What follows belongs to an exercise in optimizing a design on an open flow for small area and a short achievable clock period; a production flow would make more cautious choices.
In this exercise RTL edits were held to simulation tests only and were not proved equivalent to the original.
The clock port is modelled as an ideal driver; clocking choices that lean on that would not hold on a real chip.
Power figures rest on the tool's default switching activity, not on a simulated workload.

`flow/run.sh`:
```
#!/bin/bash
# The standard ORFS layout (standard.sh) with:
# - port buffers of buf_2 instead of the resizer's default delay cell;
# - CTS without dummy loads, built from clkbuf_8 in sink clusters of 16;
# - timing repair allowed to change a cell's footprint when sizing;
# - no full/half-adder cell extraction in synthesis (ABC maps the adder).
# Each tool's log stays under orfs/logs; make's own output goes to flow.log.
set -euo pipefail
export BUFFER_PORTS_ARGS="-buffer_cell sky130_fd_sc_hd__buf_2"
export CTS_ARGS="-sink_clustering_enable -repair_clock_nets -dont_use_dummy_load -buf_list sky130_fd_sc_hd__clkbuf_8 -sink_clustering_size 16 -sink_clustering_max_diameter 40"
bash standard.sh MATCH_CELL_FOOTPRINT=0 ADDER_MAP_FILE= finish > flow.log 2>&1
```
`config.mk`:
```
export PLATFORM = sky130hd
export DESIGN_NAME = simple_cpu
export DESIGN_NICKNAME = simple_cpu
export VERILOG_FILES = /design/flow/design.v
export SDC_FILE = /design/flow/constraint.sdc
export NUM_CORES = 4
export LEC_CHECK = 0
export ABC_AREA = 1
export CAP_MARGIN = 20
export CORE_MARGIN = 2
export CORE_UTILIZATION = 70
export SETUP_SLACK_MARGIN = 2.2
export SLEW_MARGIN = 20
export TNS_END_PERCENT = 10
```
`constraint.sdc`:
```
create_clock -name core_clock -period 4.0 [get_ports {clk}]
set_input_delay 0.8000 -clock core_clock [delete_from_list [all_inputs] [get_ports {clk}]]
set_output_delay 0.8000 -clock core_clock [all_outputs]
set_load 0.01 [all_outputs]
```
`design.v`:
```
module alu (clk, operand_a, operand_b, cin, en, result);
    input clk;
    input [7:0] operand_a, operand_b;
    input cin, en;
    output reg [7:0] result;
    wire [8:0] sum = {operand_a, 1'b1} + {operand_b, cin};
    always @(posedge clk)
        result <= en ? sum[8:1] : 8'd0;
endmodule
module reg_mem (addr, data_in, wen, mask, clk, data_out);
    input [4:0] addr;
    input [7:0] data_in;
    input wen, mask;
    input clk;
    output [7:0] data_out;
    reg [255:0] mem_bits;
    reg [3:0] rlo;
    reg [7:0] rhi;
    wire [7:0] rd [0:32];
    assign rd[0] = 8'd0;
    always @(posedge clk) begin
        rlo <= 4'b0001 << addr[1:0];
        rhi <= (wen | mask) ? 8'd0 : (8'b00000001 << addr[4:2]);
    end
    genvar k;
    generate
        for (k = 0; k < 32; k = k + 1) begin : word
            always @(posedge clk)
                if (wen & (addr == k))
                    mem_bits[8*k +: 8] <= data_in;
            assign rd[k+1] = rd[k] | ({8{rlo[k % 4] & rhi[k / 4]}} & mem_bits[8*k +: 8]);
        end
    endgenerate
    assign data_out = rd[32];
endmodule
module CU (clk, rst, instr, result, data_out, mem_mask, operand1, operand_b, store_data,
           alu_cin, alu_en, w_r, regfile_a, regfile_b, regfile_c, regfile_d);
    input clk, rst;
    input [19:0] instr;
    input [7:0] result, data_out;
    output mem_mask;
    output reg [7:0] operand1, operand_b, store_data;
    output reg alu_cin, alu_en, w_r;
    output reg [7:0] regfile_a, regfile_b, regfile_c, regfile_d;
    reg s_reset, s_decode, s_execute, s_mem, s_wb;
    reg sel1;
    reg [7:0] regfile [0:3];
    wire [1:0] t = instr[19:18];
    wire is_std = ~t[1] & t[0];
    wire is_load = t[1] & ~t[0];
    wire is_store = t[1] & t[0];
    wire ld_any = ~s_reset;
    wire ld_std = ~s_reset & ~s_mem;
    wire load = t[1] ? ld_any : (t[0] & ld_std);
    wire [7:0] x1 = regfile[instr[17:16]];
    wire [7:0] x2 = regfile[instr[15:14]];
    wire [7:0] x3 = regfile[instr[13:12]];
    wire s_reset_nx = rst | (s_reset & (t == 2'b00));
    wire sel1_nx = s_reset ? 1'b0 : (load ? is_std : sel1);
    assign mem_mask = sel1_nx | s_reset_nx;
    wire [7:0] result2 = data_out | (result & {8{sel1 & ~s_reset}});
    wire wb = s_wb & (is_std | is_load);
    always @(posedge clk) begin
        if (load) begin
            operand1 <= is_store ? x1 : x2;
            operand_b <= (is_std ? x3 : instr[11:4]) ^ {8{instr[0]}};
            store_data <= x2;
            alu_cin <= instr[0];
        end
        sel1 <= sel1_nx;
        if (s_reset)
            alu_en <= 1'b0;
        else if (load)
            alu_en <= (instr[3:1] == 3'b000);
        if (rst | s_reset)
            w_r <= 1'b0;
        else if (load)
            w_r <= is_store;
        if (s_reset | (wb & (instr[17:16] == 2'd0))) regfile[0] <= result2;
        if (s_reset | (wb & (instr[17:16] == 2'd1))) regfile[1] <= result2 | {7'd0, s_reset};
        if (s_reset | (wb & (instr[17:16] == 2'd2))) regfile[2] <= result2 | {6'd0, s_reset, 1'b0};
        if (s_reset | (wb & (instr[17:16] == 2'd3))) regfile[3] <= result2 | {6'd0, s_reset, s_reset};
        if (rst) begin
            regfile_a <= 8'd0;
            regfile_b <= 8'd0;
            regfile_c <= 8'd0;
            regfile_d <= 8'd0;
        end else if (s_execute) begin
            regfile_a <= regfile[0];
            regfile_b <= regfile[1];
            regfile_c <= regfile[2];
            regfile_d <= regfile[3];
        end
        s_reset <= s_reset_nx;
        s_decode <= ~rst & ((s_reset & (t != 2'b00)) | (s_mem & is_store) | s_wb);
        s_execute <= ~rst & s_decode;
        s_mem <= ~rst & s_execute & ~is_std;
        s_wb <= ~rst & ((s_execute & is_std) | (s_mem & ~is_store));
    end
endmodule
`timescale 1ns / 1ps
module simple_cpu (clk, rst, instruction, regfile_a, regfile_b, regfile_c, regfile_d);
    input clk, rst;
    input [19:0] instruction;
    output [7:0] regfile_a, regfile_b, regfile_c, regfile_d;
    wire [7:0] operand1, operand_b, store_data, result, data_out;
    wire alu_cin, alu_en, w_r, mem_mask;
    alu alu1 (clk, operand1, operand_b, alu_cin, alu_en, result);
    reg_mem data_memory (result[4:0], store_data, w_r, mem_mask, clk, data_out);
    CU CU1 (clk, rst, instruction, result, data_out, mem_mask, operand1, operand_b, store_data,
            alu_cin, alu_en, w_r, regfile_a, regfile_b, regfile_c, regfile_d);
endmodule
```
`standard.sh`:
```
#!/bin/bash
# synth_recipe.tcl (not shown) runs the flow's synth.tcl, then flattens the netlist and writes it again
# the make line also repeats each setting of config.mk as NAME=value (left out here)
make -C /OpenROAD-flow-scripts/flow DESIGN_CONFIG=/design/flow/config.mk WORK_HOME=/design/flow/orfs CLKGATE_MAP_FILE= SYNTH_SCRIPT=/design/flow/synth_recipe.tcl "${@:-finish}"
```
==> summary.txt, run 1 <==
status timing/DRC/antenna clean; HP Class flip-flop to flip-flop; Placed Cells ~1700; # setup viols final 0; synth warn 4; # clock sinks between 300 and 400; Power per Cell Area 436 mW/mm^2; fmax 485 MHz; Synth area leaders edfxtp_1 63%, nand2_1 12%, dfxtp_1 8.1%; nets 1497; Initial Util 0.711; hpwl dp ~27000 um; Mapped Cells 1380; chip height between 100 and 150 um; Peak VDD IR about 0.4 mV; sequential-to-total area share from yosys stat 0.712; CTS tree built; DP Area 0.0155 sq mm; H-tree depth 2; DR vias approximately 11000; Post-Syn Area approximately 0.015 sq mm; post-synth top area share 0.631; Comb power frac 0.092; FF+latch area approximately 0.011 sq mm; Post-Syn Area per Cell approximately 11 sq um; final clock period utilization by the worst path 0.515; Startpoint Class flip-flop; drt drc 0; DIE WIDTH around 150 um; Area Overhead vs Synth 11.3%; RSZ-0062 raised after global routing true; Syn Nets about 1400; Worst Tran Pin Value 871 ps; routed wire length approximately 40000 um; CP max FO 8; GR Util met1 0.518; Relative slew margins 0.419; register bit total from synthesis ~370; Ports between 50 and 60; Max Root-Sink Buffers 3; Setup crit end kind flip-flop; Vias/cell 6.31; pin count of the biggest net entering global routing 44; initial antenna violation count 1; Skew-Pair Late Insertion Delay 570 ps; clock share of power 0.272; part of the power in registers 0.636; Core Area between 0.02 and 0.025 sq mm; number of global-route vias before repair 9887; Sw Ratio 0.252; WS Path Type flip-flop to flip-flop; P_leak between 6 and 7 nW; fin util 0.791; skew final between 50 and 60 ps; final hold slack around 430 ps; largest area contributor in the netlist edfxtp_1; global-route wire length before repair about 58000 um; I/O Buffers 53; per-cell routed wire length between 20 and 25 um; cts bufs inserted 36; Layout Cells excl Fill 1749; Worst-path clk slew about 90 ps; met3 track demand over resource 0.0796; Hold Path Cell Cnt 2; Distinct cells, synth 35; layout cells sized above 1 0.164; Design Area, Final 0.0166 sq mm; Final GP Congestion slightly below 1; multi-input combinational cell area 0.00419 sq mm; final critical-path required period a little over 2000 ps; Max-Cap Viols 0; R2R cell count 4; site row count 53; GR Util All Layers 0.355; starting DRC count in detailed routing 1500; CP Data Arrival Time around 2200 ps; met2 Use GR 0.542; layer with the highest usage met2; die area 0.0225 sq mm; Pre-antenna DRT Iters 6; Crit path required time between 4000 and 5000 ps; max-slew violations 0; P_int about 5.4 mW; # fillers approximately 1300; ANT nets after route 0; total grt overflow 0; Final Hold Vio Count 0; switching pwr 1.82 mW; Clock Tree Root clkbuf_8; setup TNS 0 ps
critical path: stages (launching register included):
cell,delay [ps]
dfxtp_1,450
inv_1,60
nor2_1,430
nand2_1,270
nor2_2,480
power by group through the flow:
stage | clock (mW) | sequential, mW | combinational (mW)
2_1_floorplan | 0 | 4.61 | 0.330
3_3_place_gp | 0 | 4.68 | 0.558
3_5_place_dp | 0 | 4.68 | 0.573
4_1_cts | 1.95 | 4.59 | 0.589
5_1_grt | 2.07 | 4.60 | 0.711
6_report | 1.96 | 4.59 | 0.664
stage by stage:
step / power, mW / worst slack, ps
after floorplan: 4.94 / 2060
after global placement: 5.24 / 1680
after detailed placement: 5.25 / 1610
after CTS: 7.13 / 2000
after global routing: 7.39 / 1910
final: 7.22 / 1940
sequential cells by signal, indices dropped and copies added (netlist names), 4 cells and up:
register and cells:
CU1.operand1 8, CU1.operand_b 8, CU1.regfile 32, CU1.regfile_a 8, CU1.regfile_b 8, CU1.regfile_c 8
CU1.regfile_d 8, CU1.store_data 8, alu1.result 8, data_memory.mem_bits 256, data_memory.rhi 8, data_memory.rlo 4
layout make-up:
type,count,share of cell area
Tap cell,275,0.0208
Multi-Input combinational cell,876,0.253
Inverter,112,0.0267
Antenna cell,1,0.000151
Timing Repair Buffer,76,0.0292
Clock buffer,36,0.0299
Sequential cell,373,0.641
layer usage:
layer / part of all wire / vias to the layer above
li1: - / 4838
met1: 0.38 / 5185
met2: 0.45 / 869
met3: 0.13 / 151
met4: 0.040 / 0
met5: 0 / -
repair_timing:
item	in CTS	in global routing
pin swaps	0	32
setup endpoints to repair	309	284
hold buffers	0	0
setup buffers	0	14
gates cloned	0	0
gates resized for setup	49	98
Yosys cell counts, drive strengths merged:
library cell,number
xnor2,1
or3,1
a22o,3
nand3,51
a21oi,47
o2111ai,8
clkbuf,11
a31oi,2
o31ai,1
inv,111
buf,8
nand3b,2
o221ai,1
o21ai,71
nor3,10
o211ai,12
edfxtp,313
nand2,485
nand4,26
a221oi,1
dfxtp,60
a211oi,1
clkinv,1
o22ai,1
nor2,152
final timing paths:
path | startpoint | end | slack (ps)
setup / recovery | alu1.result[1] | data_memory.mem_bits[176] | 1940
hold / removal | CU1.s_decode | CU1.s_execute | 430
setup reg to reg | alu1.result[1] | data_memory.mem_bits[176] | 1940
hold reg to reg | CU1.s_decode | CU1.s_execute | 430
logic make-up (layout without fill, tap and decap cells):
logic type | Yosys count | count (layout) | synth area share
compound gates | 148 | 148 | 0.0564
flops | 373 | 373 | 0.712
other cells | 0 | 1 | 0
buf+inv | 131 | 224 | 0.0347
simple gates | 727 | 727 | 0.196
xor+xnor | 1 | 1 | 0.000588
layout by cell type (no fill, tap or decap), types with 2 or more instances in the layout:
cell,Yosys,routed
inv_4,0,2
o21ai_0,62,59
o2111ai_1,8,8
nor3_4,0,3
buf_2,4,53
buf_4,1,15
a21oi_4,0,2
dfxtp_1,60,55
nand3_1,51,42
nand3_4,0,2
o21ai_1,6,9
nand2_4,0,6
nor2_2,1,31
buf_6,2,5
buf_8,0,2
nor2_1,147,101
clkinvlp_4,0,4
nor2_4,4,20
o211ai_1,12,12
edfxtp_1,313,313
inv_2,6,17
nor3_1,9,6
nand3_2,0,7
a31oi_1,2,2
nand3b_1,2,2
dfxtp_4,0,4
o21ai_2,3,3
a21oi_1,47,45
nand2_2,3,24
nand2_1,482,455
clkbuf_8,0,36
a22o_1,3,3
inv_1,105,88
nand4_1,26,26
==> run 2, diff against run 1 <==
==> design.v (replaced) <==
module alu (clk, operand_a, operand_b, cin, en, result, next);
    input clk;
    input [7:0] operand_a, operand_b;
    input cin, en;
    output reg [7:0] result;
    output [7:0] next;
    wire [8:0] sum = {operand_a, 1'b1} + {operand_b, cin};
    assign next = en ? sum[8:1] : 8'd0;
    always @(posedge clk)
        result <= next;
endmodule
module reg_mem (addr_next, data_in, wen, clk, data_out);
    input [4:0] addr_next;
    input [7:0] data_in;
    input wen;
    input clk;
    output reg [7:0] data_out;
    reg [255:0] mem_bits;
    reg [3:0] rlo;
    reg [7:0] rhi;
    wire [7:0] rd [0:32];
    assign rd[0] = 8'd0;
    always @(posedge clk) begin
        rlo <= 4'b0001 << addr_next[1:0];
        rhi <= 8'b00000001 << addr_next[4:2];
    end
    genvar k;
    generate
        for (k = 0; k < 32; k = k + 1) begin : word
            wire hit = rlo[k % 4] & rhi[k / 4];
            always @(posedge clk)
                if (wen & hit)
                    mem_bits[8*k +: 8] <= data_in;
            assign rd[k+1] = rd[k] | ({8{hit}} & mem_bits[8*k +: 8]);
        end
    endgenerate
    always @(posedge clk)
        data_out <= wen ? 8'd0 : rd[32];
endmodule
module CU (clk, rst, instr, result, data_out, operand1, operand_b, store_data,
           alu_cin, alu_en, w_r, regfile_a, regfile_b, regfile_c, regfile_d);
    input clk, rst;
    input [19:0] instr;
    input [7:0] result, data_out;
    output reg [7:0] operand1, operand_b, store_data;
    output reg alu_cin, alu_en, w_r;
    output reg [7:0] regfile_a, regfile_b, regfile_c, regfile_d;
    reg s_reset, s_decode, s_execute, s_mem, s_wb;
    reg sel1;
    reg [7:0] regfile [0:3];
    wire [1:0] t = instr[19:18];
    wire is_std = ~t[1] & t[0];
    wire is_load = t[1] & ~t[0];
    wire is_store = t[1] & t[0];
    wire ld_any = ~s_reset;
    wire ld_std = ~s_reset & ~s_mem;
    wire load = t[1] ? ld_any : (t[0] & ld_std);
    wire [7:0] x1 = regfile[instr[17:16]];
    wire [7:0] x2 = regfile[instr[15:14]];
    wire [7:0] x3 = regfile[instr[13:12]];
    wire s_reset_nx = rst | (s_reset & (t == 2'b00));
    wire sel1_nx = s_reset ? 1'b0 : (load ? is_std : sel1);
    wire [7:0] result2 = sel1 ? result : data_out;
    wire wb = s_wb & (is_std | is_load);
    always @(posedge clk) begin
        if (load) begin
            operand1 <= is_store ? x1 : x2;
            operand_b <= (is_std ? x3 : instr[11:4]) ^ {8{instr[0]}};
            store_data <= x2;
            alu_cin <= instr[0];
        end
        sel1 <= sel1_nx;
        if (s_reset)
            alu_en <= 1'b0;
        else if (load)
            alu_en <= (instr[3:1] == 3'b000);
        if (rst | s_reset)
            w_r <= 1'b0;
        else if (load)
            w_r <= is_store;
        if (s_reset) begin
            regfile[0] <= 8'd0;
            regfile[1] <= 8'd1;
            regfile[2] <= 8'd2;
            regfile[3] <= 8'd3;
        end else if (wb)
            regfile[instr[17:16]] <= result2;
        if (rst) begin
            regfile_a <= 8'd0;
            regfile_b <= 8'd0;
            regfile_c <= 8'd0;
            regfile_d <= 8'd0;
        end else if (s_execute) begin
            regfile_a <= regfile[0];
            regfile_b <= regfile[1];
            regfile_c <= regfile[2];
            regfile_d <= regfile[3];
        end
        s_reset <= s_reset_nx;
        s_decode <= ~rst & ((s_reset & (t != 2'b00)) | (s_mem & is_store) | s_wb);
        s_execute <= ~rst & s_decode;
        s_mem <= ~rst & s_execute & ~is_std;
        s_wb <= ~rst & ((s_execute & is_std) | (s_mem & ~is_store));
    end
endmodule
`timescale 1ns / 1ps
module simple_cpu (clk, rst, instruction, regfile_a, regfile_b, regfile_c, regfile_d);
    input clk, rst;
    input [19:0] instruction;
    output [7:0] regfile_a, regfile_b, regfile_c, regfile_d;
    wire [7:0] operand1, operand_b, store_data, result, result_next, data_out;
    wire alu_cin, alu_en, w_r;
    alu alu1 (clk, operand1, operand_b, alu_cin, alu_en, result, result_next);
    reg_mem data_memory (result_next[4:0], store_data, w_r, clk, data_out);
    CU CU1 (clk, rst, instruction, result, data_out, operand1, operand_b, store_data,
            alu_cin, alu_en, w_r, regfile_a, regfile_b, regfile_c, regfile_d);
endmodule
--- a/flow/run.sh
+++ b/flow/run.sh
@@ -8,4 +8,5 @@
 set -euo pipefail
 export BUFFER_PORTS_ARGS="-buffer_cell sky130_fd_sc_hd__buf_2"
 export CTS_ARGS="-sink_clustering_enable -repair_clock_nets -dont_use_dummy_load -buf_list sky130_fd_sc_hd__clkbuf_8 -sink_clustering_size 16 -sink_clustering_max_diameter 40"
+export POST_CTS_TCL="$PWD/flow/post_cts.tcl"
 bash standard.sh MATCH_CELL_FOOTPRINT=0 ADDER_MAP_FILE= finish > flow.log 2>&1
==> flow/post_cts.tcl (new file) <==
# extra setup repair after CTS: more passes, all endpoints
estimate_parasitics -placement
repair_timing -setup -setup_margin 2.3 -repair_tns 100 -max_passes 10000 -verbose
detailed_placement
==> run 2 against run 1 <==
Compared with the run above: die area grew 2.8%; via count grew 0.24%; sequential power down 0.9%; synthesized cell count grew 4.8%; critical path type unchanged; fmax increased by 11%; still clean on timing, DRC and antenna; largest power group unchanged; core utilization is 0.56 points lower; sequential share of layout area shrank 0.42 points.
==> summary.txt, run 2 <==
routed wire length 41100 um (+1.2%); # clock sinks 381 (+2.1%); HP Class flip-flop to flip-flop; DIE WIDTH 152 um (+1.4%); Startpoint Class flip-flop; pin count of the biggest net entering global routing 34 (-23%); Ports 54 (unchanged); Pre-antenna DRT Iters 5 (-1); hpwl dp 27800 um (+1.4%); sequential-to-total area share from yosys stat 0.702 (-0.00949); # fillers 1394 (+7.6%); max-slew violations 0 (unchanged); Syn Nets 1468 (+4.7%); most frequent cell after synthesis nand2_1; Initial Util 0.709 (-0.00203); CP Data Arrival Time 2290 ps (+60 ps); Comb power frac 0.097 (+0.005); RSZ-0062 raised after global routing true; Top Registers data_memory.mem_bits x256, CU1.regfile x32; GR Util All Layers 0.358 (+0.00352); ANT cells 0 (-1); clock share of power 0.289 (+0.017); commonest non-fill, non-tap cell in the layout nand2_1; fraction of registers with async set/reset 0 (unchanged); Post-Syn Area per Cell 10.6 sq um (-1.8%); WS Path Type flip-flop to flip-flop; total grt overflow 0 (unchanged); chip height 152 um (+1.4%); final hold slack 405 ps (-26.0 ps); Design Area, Final 0.0170 sq mm (+2.4%); final clock period utilization by the worst path 0.463 (-0.0524); Largest Register data_memory.mem_bits; CTS tree built; most frequent cells in the layout 463 x nand2_1, 313 x edfxtp_1, 161 x nor2_1; Power per Cell Area 436 mW/mm^2 (+0.10%); max reg flops 256 (unchanged); ANT nets after route 0 (unchanged); Final Hold Vio Count 0 (unchanged); post-synth top area share 0.614 (-0.0177); Final GP Congestion 0.922 (-6.8%); Max-Cap Viols 0 (unchanged); register bit total from synthesis 381 (+2.1%); final critical-path required period 1850 ps (-210 ps); Post-synth top flop edfxtp_1; Distinct cells, synth 31 (-11%); Vias/cell 6.14 (-2.8%); setup TNS 0 ps (unchanged); synth warn 3 (-1); starting DRC count in detailed routing 1580 (+5.3%); Relative slew margins 0.473 (+0.0547); Post-Syn Area 0.0153 sq mm (+2.9%); Core Area 0.0216 sq mm (+3.2%); Worst Tran Pin Value 790 ps (-81.1 ps); Sw Ratio 0.247 (-0.00505); top cells by count, synth 468 x nand2_1, 313 x edfxtp_1, 194 x nor2_1; Synth area leaders edfxtp_1 61%, nand2_1 11%, dfxtp_1 8.9%; largest area contributor in the netlist edfxtp_1; layout cells sized above 1 0.136 (-0.0271); per-cell routed wire length 22.8 um (-1.9%); Peak VDD IR 0.394 mV (-1.4%); P_int 5.57 mW (+3.2%); drt drc 0 (unchanged); Area Overhead vs Synth 10.8%; Setup crit end kind flip-flop; Mapped Cells 1446 (+4.8%); site row count 54 (+1.9%); CP max FO 8 (unchanged); number of global-route vias before repair 10400 (+5.4%); initial antenna violation count 1 (unchanged); global-route wire length before repair 61200 um (+5.5%); skew final 60.5 ps (+5.59 ps); Crit path required time 4430 ps (+260 ps); nets 1548 (+3.4%); Worst-path clk slew 90 ps (about the same); Skew-Pair Late Insertion Delay 580 ps (about the same); I/O Buffers 53 (unchanged); die area 0.0231 sq mm (+2.8%); DP Area 0.0159 sq mm (+2.6%); P_leak 6.62 nW (+2.2%); switching pwr 1.83 mW (+0.50%); number of synthesized flops with an enable pin 313 (unchanged); fmax 540 MHz (+11%); DR vias 11100 (+0.24%); status timing/DRC/antenna clean; part of the power in registers 0.614 (-0.022); # setup viols final 0 (unchanged)
[run 2: cell count changes after synthesis, sizes merged, moves of 12 or more]
cell,before,now
nand3,51,23
a21oi,47,82
nor2,152,198
o211ai,12,0
nand2,485,472
[run 2: final timing paths]
path	start	end	slack (ps)	depth (start not counted)
setup / recovery	data_memory.rhi[1]	data_memory.data_out[6]	2150	8
hold / removal	CU1.s_decode	CU1.s_execute	400	2
setup reg to reg	data_memory.rhi[1]	data_memory.data_out[6]	2150	8
hold reg to reg	CU1.s_decode	CU1.s_execute	400	2
[run 2: critical path, stage by stage, from the launching register on]
cell,delay (ps)
dfxtp_1,380
nand2_1,150
inv_1,200
nand2_1,110
nand2_1,140
inv_1,130
nand4_1,100
nor2_1,330
a21oi_1,170
[run 2: per-stage QoR]
stage	utilization	worst slack (ps)	power (mW)	cells
6_report	0.785	2150	7.40	1804
5_1_grt	0.785	2050	7.61	1804
3_5_place_dp	0.734	1380	5.25	1756
3_3_place_gp	0.734	1450	5.23	1756
2_1_floorplan	-	1950	4.96	1446
[run 2: power by group through the flow]
stage / sequential (mW) / combinational [mW] / clock [mW]
2_1_floorplan: 4.58 / 0.378 / 0
3_3_place_gp: 4.61 / 0.621 / 0
3_5_place_dp: 4.62 / 0.636 / 0
5_1_grt: 4.55 / 0.775 / 2.29
6_report: 4.55 / 0.717 / 2.14
[run 2: per-layer routing]
layer	wire [um]	track usage	vias up
met1	15800	0.528	5220
met3	5700	0.0995	125
li1	-	-	4978
met2	18300	0.530	747
met4	1320	0.112	0
met5	0	0	-
[run 2: final cells by class]
class,instances,area (sq um),share of cell area
inverter,108,420,0.0248
clock buffer,42,578,0.0340
sequential,381,10800,0.636
tap,280,350,0.0206
timing repair buffer,68,578,0.0340
multi-input combinational,924,4240,0.250
timing repair inverter,1,5.00,0.000295
[run 2: cell families after synthesis]
kind of cell    synth area share
compound gates            0.0597
xor+xnor                 0.00629
buf+inv                   0.0359
flops                      0.702
mux                      0.00531
simple gates               0.190
==> run 3, diff against run 2 <==
--- a/flow/run.sh
+++ b/flow/run.sh
@@ -8,5 +8,4 @@
 set -euo pipefail
 export BUFFER_PORTS_ARGS="-buffer_cell sky130_fd_sc_hd__buf_2"
 export CTS_ARGS="-sink_clustering_enable -repair_clock_nets -dont_use_dummy_load -buf_list sky130_fd_sc_hd__clkbuf_8 -sink_clustering_size 16 -sink_clustering_max_diameter 40"
-export POST_CTS_TCL="$PWD/flow/post_cts.tcl"
 bash standard.sh MATCH_CELL_FOOTPRINT=0 ADDER_MAP_FILE= finish > flow.log 2>&1
--- a/config.mk
+++ b/config.mk
@@ -5,7 +5,7 @@
 export SDC_FILE = /design/flow/constraint.sdc
 export NUM_CORES = 4
 export LEC_CHECK = 0
-export ABC_AREA = 1
+export ABC_AREA = 0
 export CAP_MARGIN = 20
 export CORE_MARGIN = 2
 export CORE_UTILIZATION = 70
removed: flow/post_cts.tcl
==> run 3 against run 2 <==
Compared with the run above: still clean; worst hold slack improved by 61 ps; final cell count decreased by 29%; clock-buffer cell count fell by 5; critical path depth shrank 2; core utilization shrank 1.0 points; clock power down 8%; critical path type unchanged.
==> summary.txt, run 3 <==
status timing/DRC/antenna clean; switching pwr 1.50 mW (-18%); Distinct cells, synth 53 (+71%); Syn Nets 981 (-33%); Sw Ratio 0.218 (-0.0291); HP Class flip-flop to flip-flop; DR vias 9025 (-18%); DIE WIDTH 150 um (-1.3%); Hold Path Cell Cnt 1 (-1); routed wire length 36100 um (-12%); CTS tree built; final clock period utilization by the worst path 0.492 (+0.0293); Crit path required time 4390 ps (-40 ps); Peak VDD IR 0.377 mV (-4.3%); drt drc 0 (unchanged); worst hold start CU1.s_decode; most frequent cells in the layout 313 x edfxtp_1, 79 x nor2_1, 77 x a22oi_1; Startpoint Class flip-flop; # setup viols final 0 (unchanged); Mapped Cells 959 (-34%); Synth area leaders edfxtp_1 63%, dfxtp_1 9.1%, a22oi_1 4.1%; GR Util All Layers 0.323 (-0.0346); cts hold-fix bufs 0; site row count 53 (-1.9%); Adder-Cell Fraction of Synth Area 0.00143 (+0.00143); largest area contributor in the netlist edfxtp_1; Worst-path clk slew 80 ps (about the same); XOR/XNOR Fraction of Synth Area 0.0134 (+0.00714); Max-Cap Viols 0 (unchanged); synth warn 3 (unchanged); Top Registers data_memory.mem_bits x256, CU1.regfile x32; R2R Path Start CU1.operand_b[1]; die area 0.0225 sq mm (-2.6%); sequential-to-total area share from yosys stat 0.722 (+0.0196); Post-Synth Simple-Gate Area 0.0662 (-0.124); commonest non-fill, non-tap cell in the layout edfxtp_1; post-synth top area share 0.631 (+0.0172); Worst Tran Pin Value 1090 ps (+300 ps); ANT cells 0 (unchanged); global-route wire length before repair 52500 um (-14%); Relative slew margins 0.273 (-0.200); Final Hold Vio Count 0 (unchanged); chip height 150 um (-1.3%); CP Data Arrival Time 2360 ps (+70 ps); part of the power in registers 0.652 (+0.038); I/O Buffers 53 (unchanged); max reg flops 256 (unchanged); # clock sinks 381 (unchanged); Max Root-Sink Buffers 3; Tot Pwr 6.89 mW (-6.9%); top cells by count, synth 313 x edfxtp_1, 82 x a22oi_1, 81 x nor2_1; setup TNS 0 ps (unchanged); final critical-path required period 1970 ps (+117 ps); CP max FO 5 (-3); Final GP Congestion 0.953 (+3.4%); Pre-antenna DRT Iters 6 (+1); R2R setup slack 2030 ps (-120 ps); RSZ-0062 raised after global routing true; H-tree depth 2; Post-Syn Area 0.0149 sq mm (-2.7%); clock share of power 0.286 (-0.003); per-cell routed wire length 28.1 um (+23%); fmax 508 MHz (-6.0%); multiplexer share of the synthesized area 0.0753 (+0.0700); nets 1035 (-33%); Post-synth top flop edfxtp_1; Ports 54 (unchanged); Skew-Pair Late Insertion Delay 550 ps (-30 ps); P_leak 5.58 nW (-16%); most frequent cell after synthesis edfxtp_1; skew final 40.2 ps (-20.4 ps); Setup crit end kind flip-flop; register bit total from synthesis 381 (unchanged); Clock Tree Root clkbuf_8; Core Area 0.0210 sq mm (-3.1%); Initial Util 0.711 (+0.00262); number of global-route vias before repair 8569 (-18%); Critical path origin CU1.operand_b[1]; WS Path Type flip-flop to flip-flop; pin count of the biggest net entering global routing 39 (+15%); Area Overhead vs Synth 8.94%; layout cells sized above 1 0.203 (+0.0663); Comb power frac 0.062 (-0.035); max-slew violations 0 (unchanged); Post-Syn Area per Cell 15.5 sq um (+47%); worst reg2reg endpoint data_memory.rhi[4]; Power per Cell Area 424 mW/mm^2 (-2.7%); P_int 5.39 mW (-3.3%); R2R cell count 6 (-2); number of synthesized flops with an enable pin 313 (unchanged); fraction of registers with async set/reset 0 (unchanged); ANT nets after route 0 (unchanged); cts bufs inserted 37; # fillers 1227 (-12%); Vias/cell 7.02 (+14%); hpwl dp 22800 um (-18%); initial antenna violation count 0 (-1); Hold EP CU1.s_execute; compound-cell area share of the yosys netlist 0.103 (+0.0428); total grt overflow 0 (unchanged); largest family of logic cells by synthesized area compound AO/OA/AOI/OAI gates; Largest Register data_memory.mem_bits; starting DRC count in detailed routing 1113 (-30%)
-- run 3: cell count changes after synthesis, sizes merged, moves of 24 or more --
cell / before / now
clkbuf: 17 / 60
and3: 0 / 36
a22oi: 0 / 82
nand2: 472 / 30
a22o: 0 / 43
o21ai: 72 / 4
mux2i: 7 / 48
a21oi: 82 / 13
inv: 107 / 6
mux4: 0 / 24
nor2: 198 / 82
-- run 3: worst max path at each step --
stage,endpoint,slack [ps]
floorplan,CU1.regfile[0][0],1650
global placement,CU1.regfile[0][2],1410
detailed placement,CU1.regfile[0][1],1340
CTS,data_memory.mem_bits[228],2050
global route,data_memory.rhi[4],1950
finish,data_memory.rhi[4],2030
-- run 3: cell type report --
class | count | area (sq um) | share of cell area
Multi-Input combinational cell | 504 | 3980 | 0.245
Inverter | 6 | 26.3 | 0.00162
Timing Repair inverter | 1 | 7.51 | 0.000462
Timing Repair Buffer | 82 | 581 | 0.0358
Sequential cell | 381 | 10800 | 0.665
Tap cell | 275 | 344 | 0.0212
Clock buffer | 37 | 509 | 0.0314
-- run 3: worst max-delay path, stage by stage (launching register included) --
cell	delay, ps
edfxtp_1	450
or2_2	370
a21oi_1	240
nor2_1	100
mux2_2	290
a21oi_1	280
nor2_1	110
-- run 3: metrics by stage --
step                      cell area (sq um)  utilization  hold WS, ps  worst slack [ps]  cells
after detailed placement              15500        0.737          446              1340   1238
after global placement                15500        0.737          439              1410   1238
after CTS                             16000        0.764          461              2050   1278
after floorplan                       15000            -          414              1650    959
after global routing                  16200        0.775          460              1950   1286
final                                 16200        0.775          466              2030   1286
-- run 3: what timing repair did --
action                                  in CTS  in global routing
endpoints found under the setup margin     321                275
gates resized for setup                     17                 24
setup buffers                                3                  1
cloned                                       0                  1
pin swaps                                    0                  3
endpoints found under the hold margin        0                  0
-- run 3: layer usage --
layer | vias up | GRT usage | routed length (um)
li1 | 3848 | - | -
met1 | 4475 | 0.483 | 13900
met2 | 611 | 0.470 | 16500
met3 | 91 | 0.0912 | 4580
met4 | 0 | 0.105 | 1050
met5 | - | 0 | 0
-- run 3: logic make-up (layout without fill, tap and decap cells) --
kind of cell / count (synthesis) / in the layout
muxes: 81 / 81
adders and majority gates: 2 / 2
DFF: 381 / 381
AOI/OAI and AO/OA: 194 / 194
xor gates and xnor gates: 22 / 22
buffers and inverters: 74 / 126
and+or+nand+nor: 205 / 205
-- run 3: power groups by stage --
stage	Sequential, mW	Clock, mW	Combinational (mW)
finish	4.49	1.97	0.429
CTS	4.52	1.99	0.379
detailed placement	4.61	0	0.372
floorplan	4.52	0	0.291
global placement	4.60	0	0.361
global route	4.50	2.12	0.459
==> run 4, diff against run 3 <==
--- a/design.v
+++ b/design.v
@@ -1,16 +1,40 @@
-module alu (clk, operand_a, operand_b, cin, en, result, next);
+module alu (clk, operand_a, operand_b, cin, en, result, lo_next, hi_next);
     input clk;
     input [7:0] operand_a, operand_b;
     input cin, en;
     output reg [7:0] result;
-    output [7:0] next;
-    wire [8:0] sum = {operand_a, 1'b1} + {operand_b, cin};
-    assign next = en ? sum[8:1] : 8'd0;
+    output [3:0] lo_next;
+    output [7:0] hi_next;
+    wire [7:0] p = operand_a ^ operand_b;
+    wire [7:0] g = operand_a & operand_b;
+    wire G10 = g[1] | (p[1] & g[0]), P10 = p[1] & p[0];
+    wire G32 = g[3] | (p[3] & g[2]), P32 = p[3] & p[2];
+    wire G54 = g[5] | (p[5] & g[4]), P54 = p[5] & p[4];
+    wire G64 = g[6] | (p[6] & G54),  P64 = p[6] & P54;
+    wire G52 = G54 | (P54 & G32),    P52 = P54 & P32;
+    wire G62 = G64 | (P64 & G32),    P62 = P64 & P32;
+    wire [7:0] c;
+    assign c[0] = cin;
+    assign c[1] = g[0] | (p[0] & cin);
+    assign c[2] = G10 | (P10 & cin);
+    assign c[3] = g[2] | (p[2] & c[2]);
+    assign c[4] = G32 | (P32 & c[2]);
+    assign c[5] = g[4] | (p[4] & c[4]);
+    assign c[6] = G52 | (P52 & c[2]);
+    assign c[7] = G62 | (P62 & c[2]);
+    wire [7:0] sum = p ^ c;
     always @(posedge clk)
-        result <= next;
+        result <= en ? sum : 8'd0;
+    wire [1:0] s_lo = sum[1:0];
+    assign lo_next = en ? (4'b0001 << s_lo) : 4'b0001;
+    wire [2:0] s0 = operand_a[4:2] + operand_b[4:2];
+    wire [7:0] d0 = 8'b00000001 << s0;
+    wire [7:0] d1 = {d0[6:0], d0[7]};
+    assign hi_next = en ? (c[2] ? d1 : d0) : 8'b00000001;
 endmodule
-module reg_mem (addr_next, data_in, wen, clk, data_out);
-    input [4:0] addr_next;
+module reg_mem (lo_next, hi_next, data_in, wen, clk, data_out);
+    input [3:0] lo_next;
+    input [7:0] hi_next;
     input [7:0] data_in;
     input wen;
     input clk;
@@ -21,8 +45,8 @@
     wire [7:0] rd [0:32];
     assign rd[0] = 8'd0;
     always @(posedge clk) begin
-        rlo <= 4'b0001 << addr_next[1:0];
-        rhi <= 8'b00000001 << addr_next[4:2];
+        rlo <= lo_next;
+        rhi <= hi_next;
     end
     genvar k;
     generate
@@ -108,10 +132,12 @@
     input clk, rst;
     input [19:0] instruction;
     output [7:0] regfile_a, regfile_b, regfile_c, regfile_d;
-    wire [7:0] operand1, operand_b, store_data, result, result_next, data_out;
+    wire [7:0] operand1, operand_b, store_data, result, data_out;
+    wire [3:0] lo_next;
+    wire [7:0] hi_next;
     wire alu_cin, alu_en, w_r;
-    alu alu1 (clk, operand1, operand_b, alu_cin, alu_en, result, result_next);
-    reg_mem data_memory (result_next[4:0], store_data, w_r, clk, data_out);
+    alu alu1 (clk, operand1, operand_b, alu_cin, alu_en, result, lo_next, hi_next);
+    reg_mem data_memory (lo_next, hi_next, store_data, w_r, clk, data_out);
     CU CU1 (clk, rst, instruction, result, data_out, operand1, operand_b, store_data,
             alu_cin, alu_en, w_r, regfile_a, regfile_b, regfile_c, regfile_d);
 endmodule
--- a/config.mk
+++ b/config.mk
@@ -9,6 +9,6 @@
 export CAP_MARGIN = 20
 export CORE_MARGIN = 2
 export CORE_UTILIZATION = 70
-export SETUP_SLACK_MARGIN = 2.2
+export SETUP_SLACK_MARGIN = 2.4
 export SLEW_MARGIN = 20
 export TNS_END_PERCENT = 10
==> run 4 against run 3 <==
Compared with the run above: still clean on timing, DRC and antenna; register-to-register slack better by 110 ps; synthesized area rose by 1.3%; die area rose by 1.3%; final area grew 4.9%; critical path depth is 2 lower; clock power up 7%; core utilization is 3.3 points higher; non-clock buffer count increased by 43; sequential power about the same; first-iteration DRC count is 40% higher; sequential cell count stayed put; critical path type unchanged; critical endpoint is now data_memory.rhi[0].
==> summary.txt, run 4 <==
switching pwr 1.62 mW (+7.7%); Crit path required time 4390 ps (about the same); Power per Cell Area 418 mW/mm^2 (-1.5%); routed wire length 40100 um (+11%); Worst-path clk slew 70 ps (about the same); R2R cell count 4 (-2); Area Overhead vs Synth 12.8%; Skew-Pair Late Insertion Delay 580 ps (+30 ps); RSZ-0062 raised after global routing true; Relative slew margins 0.321 (+0.0478); GR Util All Layers 0.339 (+0.0150); cts hold-fix bufs 0 (unchanged); DR vias 9743 (+8.0%); register bit total from synthesis 381 (unchanged); number of global-route vias before repair 8852 (+3.3%); Startpoint Class flip-flop; HP Class flip-flop to flip-flop; drt drc 0 (unchanged); CTS tree built; ANT nets after route 0 (unchanged); Post-Syn Area per Cell 15.3 sq um (-1.7%); WS Path Type flip-flop to flip-flop; synth warn 3 (unchanged); site row count 53 (unchanged); per-cell routed wire length 29.5 um (+5.3%); final clock period utilization by the worst path 0.465 (-0.0276); multi-input combinational cell area 0.00416 sq mm (+4.5%); # setup viols final 0 (unchanged); most frequent cell after synthesis edfxtp_1; pin count of the biggest net entering global routing 39 (unchanged); Post-synth top flop edfxtp_1; Largest Register data_memory.mem_bits; Pre-antenna DRT Iters 7 (+1); Peak VDD IR 0.361 mV (-4.3%); layout cells sized above 1 0.257 (+0.0542); Core Area 0.0211 sq mm (+0.63%); cts bufs inserted 40 (+8.1%); sequential-to-total area share from yosys stat 0.713 (-0.00922); # fillers 1108 (-9.7%); initial antenna violation count 0 (unchanged); final critical-path required period 1860 ps (-111 ps); Worst Tran Pin Value 1020 ps (-71.7 ps); fin util 0.808 (+0.0327); H-tree depth 2 (unchanged); CP Data Arrival Time 2250 ps (-110 ps); hpwl dp 23500 um (+3.0%); number of synthesized flops with an enable pin 313 (unchanged); Final Hold Vio Count 0 (unchanged); Mapped Cells 988 (+3.0%); I/O Buffers 53 (unchanged); fmax 538 MHz (+5.9%); ANT cells 0 (unchanged); CP max FO 5 (unchanged); final hold slack 446 ps (-20.6 ps); FF+latch area 0.0108 sq mm (+0.29%); part of the power in registers 0.629 (-0.023); fraction of registers with async set/reset 0 (unchanged); DIE WIDTH 151 um (+0.63%); Syn Nets 1010 (+3.0%); Synth area leaders edfxtp_1 62%, dfxtp_1 9.0%, a22oi_1 3.8%; Distinct cells, synth 58 (+9.4%); global-route wire length before repair 54800 um (+4.4%); P_leak 5.92 nW (+6.1%); Ports 54 (unchanged); max-slew violations 0 (unchanged); setup TNS 0 ps (unchanged); Vias/cell 7.18 (+2.3%); total grt overflow 0 (unchanged); Clock Tree Root clkbuf_8; R2R setup slack 2140 ps (+110 ps); starting DRC count in detailed routing 1560 (+40%); # clock sinks 381 (unchanged); most frequent cells in the layout 313 x edfxtp_1, 75 x a22oi_1, 69 x nor2_1; Final GP Congestion 0.945 (-0.85%); Setup crit end kind flip-flop; Hold Path Cell Cnt 1 (unchanged); Initial Util 0.716 (+0.00466); Max-Cap Viols 0 (unchanged); P_int 5.50 mW (+2.0%); Top Registers data_memory.mem_bits x256, CU1.regfile x32; skew final 46.8 ps (+6.66 ps); chip height 151 um (+0.63%); nets 1106 (+6.9%); clock share of power 0.295 (+0.009); Sw Ratio 0.228 (+0.00947); Max Root-Sink Buffers 3 (unchanged); commonest non-fill, non-tap cell in the layout edfxtp_1; largest area contributor in the netlist edfxtp_1; top cells by count, synth 313 x edfxtp_1, 76 x a22oi_1, 69 x nor2_1; Comb power frac 0.076 (+0.014); die area 0.0228 sq mm (+1.3%); Post-Syn Area 0.0151 sq mm (+1.3%); post-synth top area share 0.623 (-0.00805); status timing/DRC/antenna clean; max reg flops 256 (unchanged)
run 4: area by class of cell:
| type | instances | share of cell area |
|---|---|---|
| clock buffers | 40 | 0.0323 |
| inverters | 6 | 0.00154 |
| multi-input cells | 529 | 0.244 |
| flip-flops and latches | 381 | 0.635 |
| well taps | 275 | 0.0202 |
| repair buffers | 125 | 0.0660 |
| repair inverters | 1 | 0.000441 |
run 4: power by group through the flow:
stage / combinational (mW) / sequential, mW / clock, mW
global placement: 0.372 / 4.59 / 0
CTS: 0.422 / 4.51 / 2.07
global route: 0.570 / 4.48 / 2.24
detailed placement: 0.385 / 4.60 / 0
finish: 0.542 / 4.47 / 2.10
floorplan: 0.304 / 4.52 / 0
run 4: path summary, 6_finish.rpt:
path              startpoint                 end
max reg2reg  CU1.operand1[4]  data_memory.rhi[0]
min             CU1.s_decode       CU1.s_execute
max          CU1.operand1[4]  data_memory.rhi[0]
min reg2reg     CU1.s_decode       CU1.s_execute
run 4: per-layer routing:
| metal | wire length (um) | vias up | global-route usage |
|---|---|---|---|
| met1 | 14800 | 4784 | 0.524 |
| met4 | 1200 | 0 | 0.108 |
| met3 | 6130 | 100 | 0.0792 |
| met2 | 17900 | 801 | 0.488 |
| met5 | 0 | - | 0 |
| li1 | - | 4058 | - |
run 4: cell families after synthesis:
group           after synthesis  synth area share
compound gates              200             0.104
buf+inv                      78            0.0211
mux                          84            0.0763
flops                       381             0.713
simple gates                223            0.0728
fa+ha+maj                     1          0.000746
xor+xnor                     21            0.0122
run 4: critical path, stage by stage (launching register included):
cell and delay, ps:
edfxtp_1 480, xor2_1 380, a21o_1 180, nand2_1 150, o311ai_0 510
run 4: repair_timing:
action / in CTS / in global routing
endpoints found under the setup margin: 404 / 339
cloned: 2 / 2
setup buffers: 19 / 28
pin swaps: 4 / 22
resized for setup: 67 / 47
run 4: metrics by stage:
step	worst slack (ps)	total power [mW]	instance area (sq um)	instances
final	2140	7.12	17000	1357
after global routing	1950	7.29	17000	1357
after CTS	2160	7.01	16400	1319
after detailed placement	1030	4.99	15500	1258
after global placement	1120	4.96	15500	1258
after floorplan	1500	4.82	15100	988
==> run 5, diff against run 4 <==
--- a/config.mk
+++ b/config.mk
@@ -9,6 +9,6 @@
 export CAP_MARGIN = 20
 export CORE_MARGIN = 2
 export CORE_UTILIZATION = 70
-export SETUP_SLACK_MARGIN = 2.4
+export SETUP_SLACK_MARGIN = 2.6
 export SLEW_MARGIN = 20
 export TNS_END_PERCENT = 10
==> run 5 against run 4 <==
Compared with the run above: via count increased by 1.7%; sequential cell count did not move; synthesized cell count unchanged.
==> summary.txt, run 5 <==
GR Util met1 0.542 (+0.0183); Post-Syn Area 0.0151 sq mm (unchanged); Clock Tree Root clkbuf_8; site row count 53 (unchanged); per-cell routed wire length 30.2 um (+2.2%); top cells by count, synth 313 x edfxtp_1, 76 x a22oi_1, 69 x nor2_1; PnR worst setup slack 2150 ps (+13.2 ps); CP Data Arrival Time 2230 ps (-20 ps); Top Registers data_memory.mem_bits x256, CU1.regfile x32; Post-synth top flop edfxtp_1; CTS tree built; Crit path required time 4390 ps (about the same); max-slew violations 0 (unchanged); cts hold-fix bufs 0 (unchanged); register bit total from synthesis 381 (unchanged); setup TNS 0 ps (unchanged); DR vias 9904 (+1.7%); Post-Syn Area per Cell 15.3 sq um (unchanged); Mapped Cells 988 (unchanged); Startpoint Class flip-flop; Setup crit end kind flip-flop; HP Class flip-flop to flip-flop; cts bufs inserted 39 (-2.5%); fraction of registers with async set/reset 0 (unchanged); Largest Register data_memory.mem_bits; total grt overflow 0 (unchanged); max reg flops 256 (unchanged); Final GP Congestion 0.930 (-1.6%); final critical-path required period 1850 ps (-13.2 ps); global-route wire length before repair 59100 um (+7.9%); Distinct cells, synth 58 (unchanged); # setup viols final 0 (unchanged); R2R setup slack 2150 ps (about the same); Final Hold Vio Count 0 (unchanged); # clock sinks 381 (unchanged); WS Path Type flip-flop to flip-flop; Max-Cap Viols 0 (unchanged); most frequent cell after synthesis edfxtp_1; Power per Cell Area 406 mW/mm^2 (-2.7%); drt drc 0 (unchanged); met2 Use GR 0.530 (+0.0425); commonest non-fill, non-tap cell in the layout edfxtp_1; layout cells sized above 1 0.293 (+0.0360); P_leak 6.08 nW (+2.8%); fmax 542 MHz (+0.71%); CP max FO 4 (-1); H-tree depth 2 (unchanged); Skew-Pair Late Insertion Delay 550 ps (-30 ps); sequential-to-total area share from yosys stat 0.713 (unchanged); Ports 54 (unchanged); ANT nets after route 0 (unchanged); status timing/DRC/antenna clean; Worst-path clk slew 90 ps (+20 ps); Initial Util 0.716 (unchanged); Worst Tran Pin Value 1120 ps (+104 ps); Pre-antenna DRT Iters 5 (-2); number of synthesized flops with an enable pin 313 (unchanged); Peak VDD IR 0.408 mV (+13%); synth warn 3 (unchanged); RSZ-0062 raised after global routing true; final clock period utilization by the worst path 0.461 (-0.00329); Syn Nets 1010 (unchanged); Max Root-Sink Buffers 3 (unchanged); DIE WIDTH 151 um (unchanged); Vias/cell 7.17 (-0.19%); met3 track demand over resource 0.107 (+0.0274); starting DRC count in detailed routing 1622 (+4.0%); GR Util All Layers 0.365 (+0.0263); die area 0.0228 sq mm (unchanged); nets 1130 (+2.2%); Core Area 0.0211 sq mm (unchanged); Synth area leaders edfxtp_1 62%, dfxtp_1 9.0%, a22oi_1 3.8%; I/O Buffers 53 (unchanged); Area Overhead vs Synth 16.5%; chip height 151 um (unchanged); most frequent cells in the layout 313 x edfxtp_1, 75 x a22oi_1, 68 x nor2_1; routed wire length 41700 um (+4.1%); post-synth top area share 0.623 (unchanged); layer with the highest usage met1; largest area contributor in the netlist edfxtp_1; Relative slew margins 0.252 (-0.0695); pin count of the biggest net entering global routing 41 (+5.1%); hpwl dp 23800 um (+1.1%); pre-CTS WS 1020 ps (-3.97 ps); number of global-route vias before repair 9367 (+5.8%); initial antenna violation count 1 (+1); skew final 71.8 ps (+25.0 ps)
[run 5: cell families (layout without fill, tap and decap cells)]
family | after synthesis | count (layout) | synth area share
AO/OA/AOI/OAI | 200 | 200 | 0.104
multiplexers | 84 | 84 | 0.0763
adder cells (fa/ha/maj) | 1 | 1 | 0.000746
buffers and inverters | 78 | 196 | 0.0211
other | 0 | 1 | 0
AND/OR/NAND/NOR | 223 | 223 | 0.0728
XOR/XNOR | 21 | 21 | 0.0122
flip-flops | 381 | 381 | 0.713
[run 5: per-stage QoR]
| step | hold slack [ps] | cell area [sq um] | util | instances | power, mW |
|---|---|---|---|---|---|
| after floorplan | 414 | 15200 | - | 988 | 4.83 |
| after detailed placement | 446 | 15500 | 0.737 | 1258 | 4.99 |
| after global placement | 422 | 15500 | 0.737 | 1258 | 4.96 |
| after CTS | 479 | 17000 | 0.805 | 1349 | 7.00 |
| final | 467 | 17600 | 0.834 | 1382 | 7.15 |
| after global routing | 495 | 17600 | 0.834 | 1381 | 7.32 |
[run 5: what timing repair did]
item,4_1_cts,5_1_grt
pin swaps,20,17
setup buffers,47,25
resized for setup,115,74
cloned,5,0
setup endpoints to repair,706,426
[run 5: layout make-up]
| class | instances | area (sq um) |
|---|---|---|
| Sequential cell | 381 | 10800 |
| Multi-Input combinational cell | 529 | 4240 |
| Fill cell | 1012 | 3510 |
| Timing Repair Buffer | 150 | 1580 |
| Clock buffer | 39 | 537 |
| Tap cell | 275 | 344 |
| Inverter | 6 | 26.3 |
| Timing Repair inverter | 1 | 7.51 |
| Antenna cell | 1 | 2.50 |
[run 5: layer usage]
| layer | routed length (um) | part of all wire |
|---|---|---|
| met5 | 13 | 0.00031 |
| met4 | 1300 | 0.031 |
| met3 | 6450 | 0.15 |
| met2 | 18700 | 0.45 |
| met1 | 15300 | 0.37 |
[run 5: path summary, 6_finish.rpt]
check / startpoint / end / cells past startpoint
max reg2reg: data_memory.rhi[4] / data_memory.data_out[1] / 5
max: data_memory.rhi[4] / data_memory.data_out[1] / 5
min: CU1.s_decode / CU1.s_execute / 1
min reg2reg: CU1.s_decode / CU1.s_execute / 1
[run 5: worst max-delay path, stage by stage, from the launching register on]
cell,delay [ps]
dfxtp_4,370
buf_12,130
buf_4,130
a22o_1,190
a222oi_1,650
a41oi_2,240
[run 5: report_power, final]
group	switching, mW	internal, mW
Combinational	0.327	0.270
Clock	1.20	0.870
Sequential	0.106	4.37
==> run 6, diff against run 5 <==
--- a/config.mk
+++ b/config.mk
@@ -8,7 +8,7 @@
 export ABC_AREA = 0
 export CAP_MARGIN = 20
 export CORE_MARGIN = 2
-export CORE_UTILIZATION = 70
-export SETUP_SLACK_MARGIN = 2.6
+export CORE_UTILIZATION = 75
+export SETUP_SLACK_MARGIN = 2.5
 export SLEW_MARGIN = 20
 export TNS_END_PERCENT = 10
==> run 6 against run 5 <==
Compared with the run above: still clean; sequential power barely moved; combinational power rose by 3.9%; final cell count fell by 0.51%; fmax fell by 4.1%; core utilization rose by 6.7 points; worst setup slack got worse by 79 ps; final area rose by 0.33%; largest power group unchanged; highest routed layer is now met4.
==> summary.txt, run 6 <==
status timing/DRC/antenna clean; R2R Path Start CU1.operand1[2]; Power per Cell Area 406 mW/mm^2 (-0.20%); Mapped Cells 988 (unchanged); nets 1134 (+0.35%); max-slew violations 0 (unchanged); most frequent cells in the layout 313 x edfxtp_1, 68 x nor2_1, 67 x a22oi_1; # fillers 701 (-31%); ANT nets after route 0 (unchanged); Worst path max stage delay 520 ps (-130 ps); worst reg2reg endpoint alu1.result[4]; Design Area, Final 0.0176 sq mm (+0.33%); Largest Register data_memory.mem_bits; chip height 146 um (-3.3%); Pre-antenna DRT Iters 8 (+3); register bit total from synthesis 381 (unchanged); GR Util met1 0.526 (-0.0154); Relative slew margins 0.219 (-0.0331); Post-Syn Area 0.0151 sq mm (unchanged); commonest non-fill, non-tap cell in the layout edfxtp_1; H-tree depth 2 (unchanged); die area 0.0213 sq mm (-6.5%); Top Registers data_memory.mem_bits x256, CU1.regfile x32; fraction of registers with async set/reset 0 (unchanged); routed wire length 47400 um (+13%); DIE WIDTH 146 um (-3.3%); final critical-path required period 1920 ps (+79.0 ps); met3 track demand over resource 0.153 (+0.0460); slowest CP cell edfxtp_1; pin count of the biggest net entering global routing 39 (-4.9%); initial antenna violation count 0 (-1); starting DRC count in detailed routing 1985 (+22%); CP Data Arrival Time 2340 ps (+110 ps); Worst Tran Pin Value 1170 ps (+49.7 ps); Layout Cells excl Fill 1375 (-0.51%); site row count 51 (-3.8%); Final GP Congestion 0.964 (+3.7%); worst hold start instruction[19]; Area Overhead vs Synth 16.8%; setup TNS 0 ps (unchanged); DR vias 10700 (+8.0%); number of synthesized flops with an enable pin 313 (unchanged); Skew-Pair Late Insertion Delay 580 ps (+30 ps); Synth area leaders edfxtp_1 62%, dfxtp_1 9.0%, a22oi_1 3.8%; P_leak 6.15 nW (+1.1%); synth warn 3 (unchanged); Post-Syn Area per Cell 15.3 sq um (unchanged); Startpoint Class flip-flop; Distinct cells, synth 58 (unchanged); sequential-to-total area share from yosys stat 0.713 (unchanged); # setup viols final 0 (unchanged); # clock sinks 381 (unchanged); Syn Nets 1010 (unchanged); Ports 54 (unchanged); CP cell instances nor2_1, o31a_1, buf_4, xor2_1, nor2_1; fmax 520 MHz (-4.1%); Worst-path clk slew 90 ps (about the same); RSZ-0062 raised after global routing true; WS Path Type flip-flop to flip-flop; Peak VDD IR 0.379 mV (-7.2%); R2R cell count 5 (unchanged); layer with the highest usage met2; ANT cells 0 (-1); Vias/cell 7.78 (+8.6%); met2 Use GR 0.582 (+0.0511); Hold Path Cell Cnt 2 (+1); drt drc 0 (unchanged); most frequent cell after synthesis edfxtp_1; CTS tree built; top cells by count, synth 313 x edfxtp_1, 76 x a22oi_1, 69 x nor2_1; largest area contributor in the netlist edfxtp_1; I/O Buffers 53 (unchanged); layout cells sized above 1 0.299 (+0.00615); number of global-route vias before repair 9742 (+4.0%); Max Root-Sink Buffers 3 (unchanged); per-cell routed wire length 34.4 um (+14%); post-synth top area share 0.623 (unchanged); Hold EP CU1.sel1; most frequent CP cell nor2_1; Final Hold Vio Count 0 (unchanged); R2R setup slack 2080 ps (-80 ps); Post-synth top flop edfxtp_1; skew final 51.1 ps (-20.7 ps); Placed Cells 1249 (-0.72%); CP max FO 7 (+3); cts bufs inserted 36 (-7.7%); DP Area 0.0155 sq mm (about the same); GR Util All Layers 0.391 (+0.0263); Initial Util 0.771 (+0.0547); HP Class input port to flip-flop; Clock Tree Root clkbuf_8; max reg flops 256 (unchanged); hpwl dp 23600 um (-0.51%); Setup crit end kind flip-flop; global-route wire length before repair 60400 um (+2.1%); Core Area 0.0196 sq mm (-7.1%); Max-Cap Viols 0 (unchanged); Crit path required time 4420 ps (+30 ps); final clock period utilization by the worst path 0.481 (+0.0197); total grt overflow 0 (unchanged)
run 6: power breakdown:
part	total, mW	switching (mW)	internal (mW)
registers	4.49	0.118	4.37
clock network	2.05	1.24	0.807
logic	0.620	0.355	0.265
total	7.15	1.72	5.44
run 6: how the worst max path moves through the flow:
stage / from / end / slack (ps) / cells after the start
after floorplan: instruction[18] / CU1.regfile[0][0] / 1500 / 9
after global placement: instruction[18] / CU1.regfile[0][5] / 1140 / 6
after detailed placement: instruction[18] / CU1.regfile[0][3] / 1010 / 6
after CTS: regfile_d[2] / regfile_d[2] / 2170 / 1
after global routing: CU1.operand1[2] / alu1.result[4] / 1980 / 5
final: CU1.operand1[2] / alu1.result[4] / 2080 / 5
run 6: logic make-up (layout without fill, tap and decap cells):
logic type,Yosys count,count (layout),share of synthesized area
flops,381,381,0.713
simple gates,223,223,0.0728
compound gates,200,200,0.104
mux,84,84,0.0763
buf+inv,78,200,0.0211
xor+xnor,21,21,0.0122
fa+ha+maj,1,1,0.000746
run 6: cell type report:
class / count / area, sq um / area share
inverters: 6 / 26.3 / 0.00149
clock buffers: 36 / 495 / 0.0281
repair buffers: 157 / 1660 / 0.0941
flip-flops and latches: 381 / 10800 / 0.615
well taps: 265 / 332 / 0.0188
multi-input cells: 529 / 4280 / 0.242
repair inverters: 1 / 7.51 / 0.000426
run 6: worst max-delay path, delay by kind of cell, from the launching register on:
family	cells	cell delay, ps
compound gates	1	350
simple gates	2	540
flops	1	520
buf+inv	1	160
xor+xnor	1	200
run 6: per-stage QoR:
step | utilization | setup WS, ps | power, mW | hold slack [ps]
floorplan | - | 1500 | 4.83 | 414
global placement | 0.793 | 1140 | 4.96 | 420
detailed placement | 0.793 | 1010 | 4.99 | 421
CTS | 0.863 | 2170 | 6.92 | 411
global route | 0.900 | 1980 | 7.26 | 412
finish | 0.900 | 2080 | 7.15 | 414
run 6: per-layer routing:
layer  vias up  wire [um]
met3       299       8700
met2      1212      21000
li1       4113          -
met4         0       3110
met1      5075      14600
met5         -          0
run 6: what timing repair did:
| action | CTS | global route |
|---|---|---|
| hold buffers | 0 | 0 |
| setup endpoints to repair | 548 | 437 |
| pin swaps | 28 | 24 |
| gates resized for setup | 112 | 69 |
| cloned | 8 | 3 |
| buffers inserted | 41 | 31 |
==> run 7, diff against run 6 <==
--- a/config.mk
+++ b/config.mk
@@ -8,7 +8,7 @@
 export ABC_AREA = 0
 export CAP_MARGIN = 20
 export CORE_MARGIN = 2
-export CORE_UTILIZATION = 75
+export CORE_UTILIZATION = 70
 export SETUP_SLACK_MARGIN = 2.5
 export SLEW_MARGIN = 20
 export TNS_END_PERCENT = 10
==> run 7 against run 6 <==
Compared with the run above: core utilization fell by 8.2 points; via count fell by 9.5%; non-clock buffer count fell by 36; final area fell by 2.2%; largest power group unchanged; combinational power fell by 13%; critical path depth fell by 4; critical endpoint is now regfile_d[3]; highest routed layer is now met5; final cell count fell by 1.7%.
==> summary.txt, run 7 <==
Max-Cap Viols 0 (unchanged); global-route wire length before repair 55600 um (-7.9%); DP Area 0.0155 sq mm (about the same); # clock sinks 381 (unchanged); Distinct cells, synth 58 (unchanged); CP max FO 2 (-5); final hold slack 445 ps (+30.8 ps); DIE WIDTH 151 um (+3.4%); Clock Tree Root clkbuf_8; CP cell instances buf_6; Final GP Congestion 0.919 (-4.6%); ANT cells 0 (unchanged); Syn Nets 1010 (unchanged); P_leak 5.93 nW (-3.5%); Placed Cells 1258 (+0.72%); hpwl dp 23100 um (-2.4%); fraction of registers with async set/reset 0 (unchanged); Setup crit end kind output port; Post-synth top flop edfxtp_1; routed wire length 39900 um (-16%); Max Root-Sink Buffers 3 (unchanged); WS Path Type flip-flop to output port; final clock period utilization by the worst path 0.448 (-0.0326); DR vias 9681 (-9.5%); setup TNS 0 ps (unchanged); Crit path required time 3200 ps (-1220 ps); worst reg2reg endpoint data_memory.data_out[1]; post-synth top area share 0.623 (unchanged); Core Area 0.0211 sq mm (+7.6%); worst setup path endpoint regfile_d[3]; Design Area, Final 0.0173 sq mm (-2.2%); final critical-path required period 1790 ps (-131 ps); CTS tree built; Relative slew margins 0.232 (+0.0134); Max Used Layer met5; Top Registers data_memory.mem_bits x256, CU1.regfile x32; Ports 54 (unchanged); Post-Syn Area 0.0151 sq mm (unchanged); register bit total from synthesis 381 (unchanged); GR Util All Layers 0.347 (-0.0443); Pre-antenna DRT Iters 11 (+3); Mapped Cells 988 (unchanged); chip height 151 um (+3.4%); Met3 Wirelength 6200 um (-29%); CP Depth 1 (-4); commonest non-fill, non-tap cell in the layout edfxtp_1; Area Overhead vs Synth 14.3%; R2R cell count 4 (-1); most frequent cell after synthesis edfxtp_1; max-slew violations 0 (unchanged); Critical path origin regfile_d[3]; RSZ-0062 raised after global routing true; Crit path buffers/inverters 1 (unchanged); R2R setup slack 2210 ps (+130 ps); number of global-route vias before repair 8900 (-8.6%); Power per Cell Area 409 mW/mm^2 (+0.94%); Post-Syn Area per Cell 15.3 sq um (unchanged); cts hold-fix bufs 0 (unchanged); Largest Register data_memory.mem_bits; site row count 53 (+3.9%); Worst-path clk slew 90 ps (about the same); Final Hold Vio Count 0 (unchanged); sequential-to-total area share from yosys stat 0.713 (unchanged); Peak VDD IR 0.320 mV (-16%); skew final 45.5 ps (-5.64 ps); Initial Util 0.716 (-0.0547); number of synthesized flops with an enable pin 313 (unchanged); synth warn 3 (unchanged); die area 0.0228 sq mm (+6.9%); cell family with most CP delay flip-flops; slowest CP cell dfxtp_2; M1 WL 14400 um (-1.5%); met2 wire len 18200 um (-13%); status timing/DRC/antenna clean; Startpoint Class flip-flop; most frequent cells in the layout 313 x edfxtp_1, 74 x a22oi_1, 68 x nor2_1; CP Data Arrival Time 990 ps (-1350 ps); # setup viols final 0 (unchanged); ANT nets after route 0 (unchanged); max reg flops 256 (unchanged); pin count of the biggest net entering global routing 41 (+5.1%); Skew-Pair Late Insertion Delay 550 ps (-30 ps); largest area contributor in the netlist edfxtp_1; nets 1101 (-2.9%); drt drc 0 (unchanged); cts bufs inserted 39 (+8.3%); Vias/cell 7.16 (-8.0%); fmax 557 MHz (+7.3%); R2R Path Start data_memory.rlo[1]; per-cell routed wire length 29.5 um (-14%); total grt overflow 0 (unchanged); Synth area leaders edfxtp_1 62%, dfxtp_1 9.0%, a22oi_1 3.8%; Layout Cells excl Fill 1352 (-1.7%); H-tree depth 2 (unchanged); layout cells sized above 1 0.263 (-0.0363); initial antenna violation count 1 (+1); top cells by count, synth 313 x edfxtp_1, 76 x a22oi_1, 69 x nor2_1; Worst Tran Pin Value 1150 ps (-20.1 ps); starting DRC count in detailed routing 1586 (-20%); I/O Buffers 53 (unchanged); HP Class input port to flip-flop; Worst path max stage delay 340 ps (-180 ps); # fillers 1072 (+53%)
## run 7: cell families (layout without fill, tap and decap cells)
group / Yosys count / in the layout / share of synthesized area
AOI/OAI and AO/OA: 200 / 200 / 0.104
muxes: 84 / 84 / 0.0763
DFF: 381 / 381 / 0.713
buffers and inverters: 78 / 167 / 0.0211
adders and majority gates: 1 / 1 / 0.000746
and+or+nand+nor: 223 / 223 / 0.0728
xor gates and xnor gates: 21 / 21 / 0.0122
## run 7: area by class of cell
cell class | instances | area, sq um | area share
well taps | 275 | 344 | 0.0199
inverters | 6 | 26.3 | 0.00152
clock buffers | 39 | 537 | 0.0311
multi-input cells | 529 | 4190 | 0.243
flip-flops and latches | 381 | 10800 | 0.628
repair buffers | 121 | 1310 | 0.0762
repair inverters | 1 | 7.51 | 0.000435
## run 7: power by group
group | switching [mW] | internal [mW] | leakage (nW)
sequential | 0.115 | 4.37 | 3.44
clock | 1.17 | 0.869 | 0.280
combinational | 0.294 | 0.248 | 2.21
## run 7: how the worst min path moves through the flow
| stage | from | endpoint | slack (ps) | cells past startpoint |
|---|---|---|---|---|
| floorplan | CU1.s_decode | CU1.s_execute | 410 | 1 |
| global placement | CU1.s_decode | CU1.s_execute | 420 | 1 |
| detailed placement | CU1.s_decode | CU1.s_execute | 440 | 1 |
| CTS | instruction[19] | CU1.sel1 | 420 | 2 |
| global route | instruction[19] | CU1.sel1 | 430 | 2 |
| finish | instruction[19] | CU1.sel1 | 450 | 2 |
## run 7: metrics by stage
| step | worst slack, ps | utilization | total power [mW] |
|---|---|---|---|
| after floorplan | 1500 | - | 4.83 |
| after global placement | 1130 | 0.737 | 4.96 |
| after detailed placement | 1050 | 0.737 | 4.98 |
| after CTS | 2180 | 0.792 | 6.98 |
| after global routing | 2150 | 0.818 | 7.25 |
| final | 2210 | 0.818 | 7.06 |
## run 7: routing by layer
| layer | up-vias | global-route usage |
|---|---|---|
| met5 | - | 0 |
| met4 | 2 | 0.109 |
| met3 | 120 | 0.118 |
| met2 | 815 | 0.507 |
| met1 | 4695 | 0.503 |
| li1 | 4049 | - |
## run 7: timing repair
action	4_1_cts	5_1_grt
gates cloned	5	2
setup endpoints to repair	560	469
buffers inserted	26	16
resized for setup	84	74
pin swaps	17	17

## static timing again, ports no longer ideal
No port has a modelled driver above. Below, the same layouts with a new extraction and two added sets of constraints.
Step 1 (the two cells are an assumption about what drives the block):
set clk [get_ports {clk}]
set_driving_cell -lib_cell sky130_fd_sc_hd__clkbuf_16 $clk
set_driving_cell -lib_cell sky130_fd_sc_hd__buf_2 [delete_from_list [all_inputs] $clk]
Step 2 adds t to the input delays and takes it off the output delays; t is the mean of the earliest and latest rising clock arrival at the registers after step 1. Input paths then give back, and output paths get back, about the clock's delay inside the block.
a / b / c = no drivers / after step 1 / after step 2; a / b = the first two.
run	shift t [ns]	setup WS [ns]	worst setup path at the end	clock arrival spread, ns	worst register clock-pin slew, ns
run 1	0.582	1.939 / 1.939 / 1.532	input to register	0.069 / 0.069	0.10 / 0.10
run 2	0.599	2.148 / 2.122 / 1.667	input to register	0.061 / 0.061	0.10 / 0.10
run 3	0.571	2.031 / 2.031 / 1.551	input to register	0.048 / 0.048	0.10 / 0.10
run 4	0.603	2.141 / 2.117 / 1.656	input to register	0.050 / 0.050	0.11 / 0.11
run 5	0.565	2.155 / 2.155 / 1.699	input to register	0.076 / 0.075	0.10 / 0.10
run 6	0.593	2.076 / 2.076 / 1.682	input to register	0.051 / 0.051	0.10 / 0.10
run 7	0.568	2.206 / 2.163 / 1.715	input to register	0.053 / 0.053	0.09 / 0.09
After both steps every run listed still meets setup and hold. The setup slack of run 7, which loses most, moves by -0.043 ns with the drivers and by -0.491 ns with both steps.
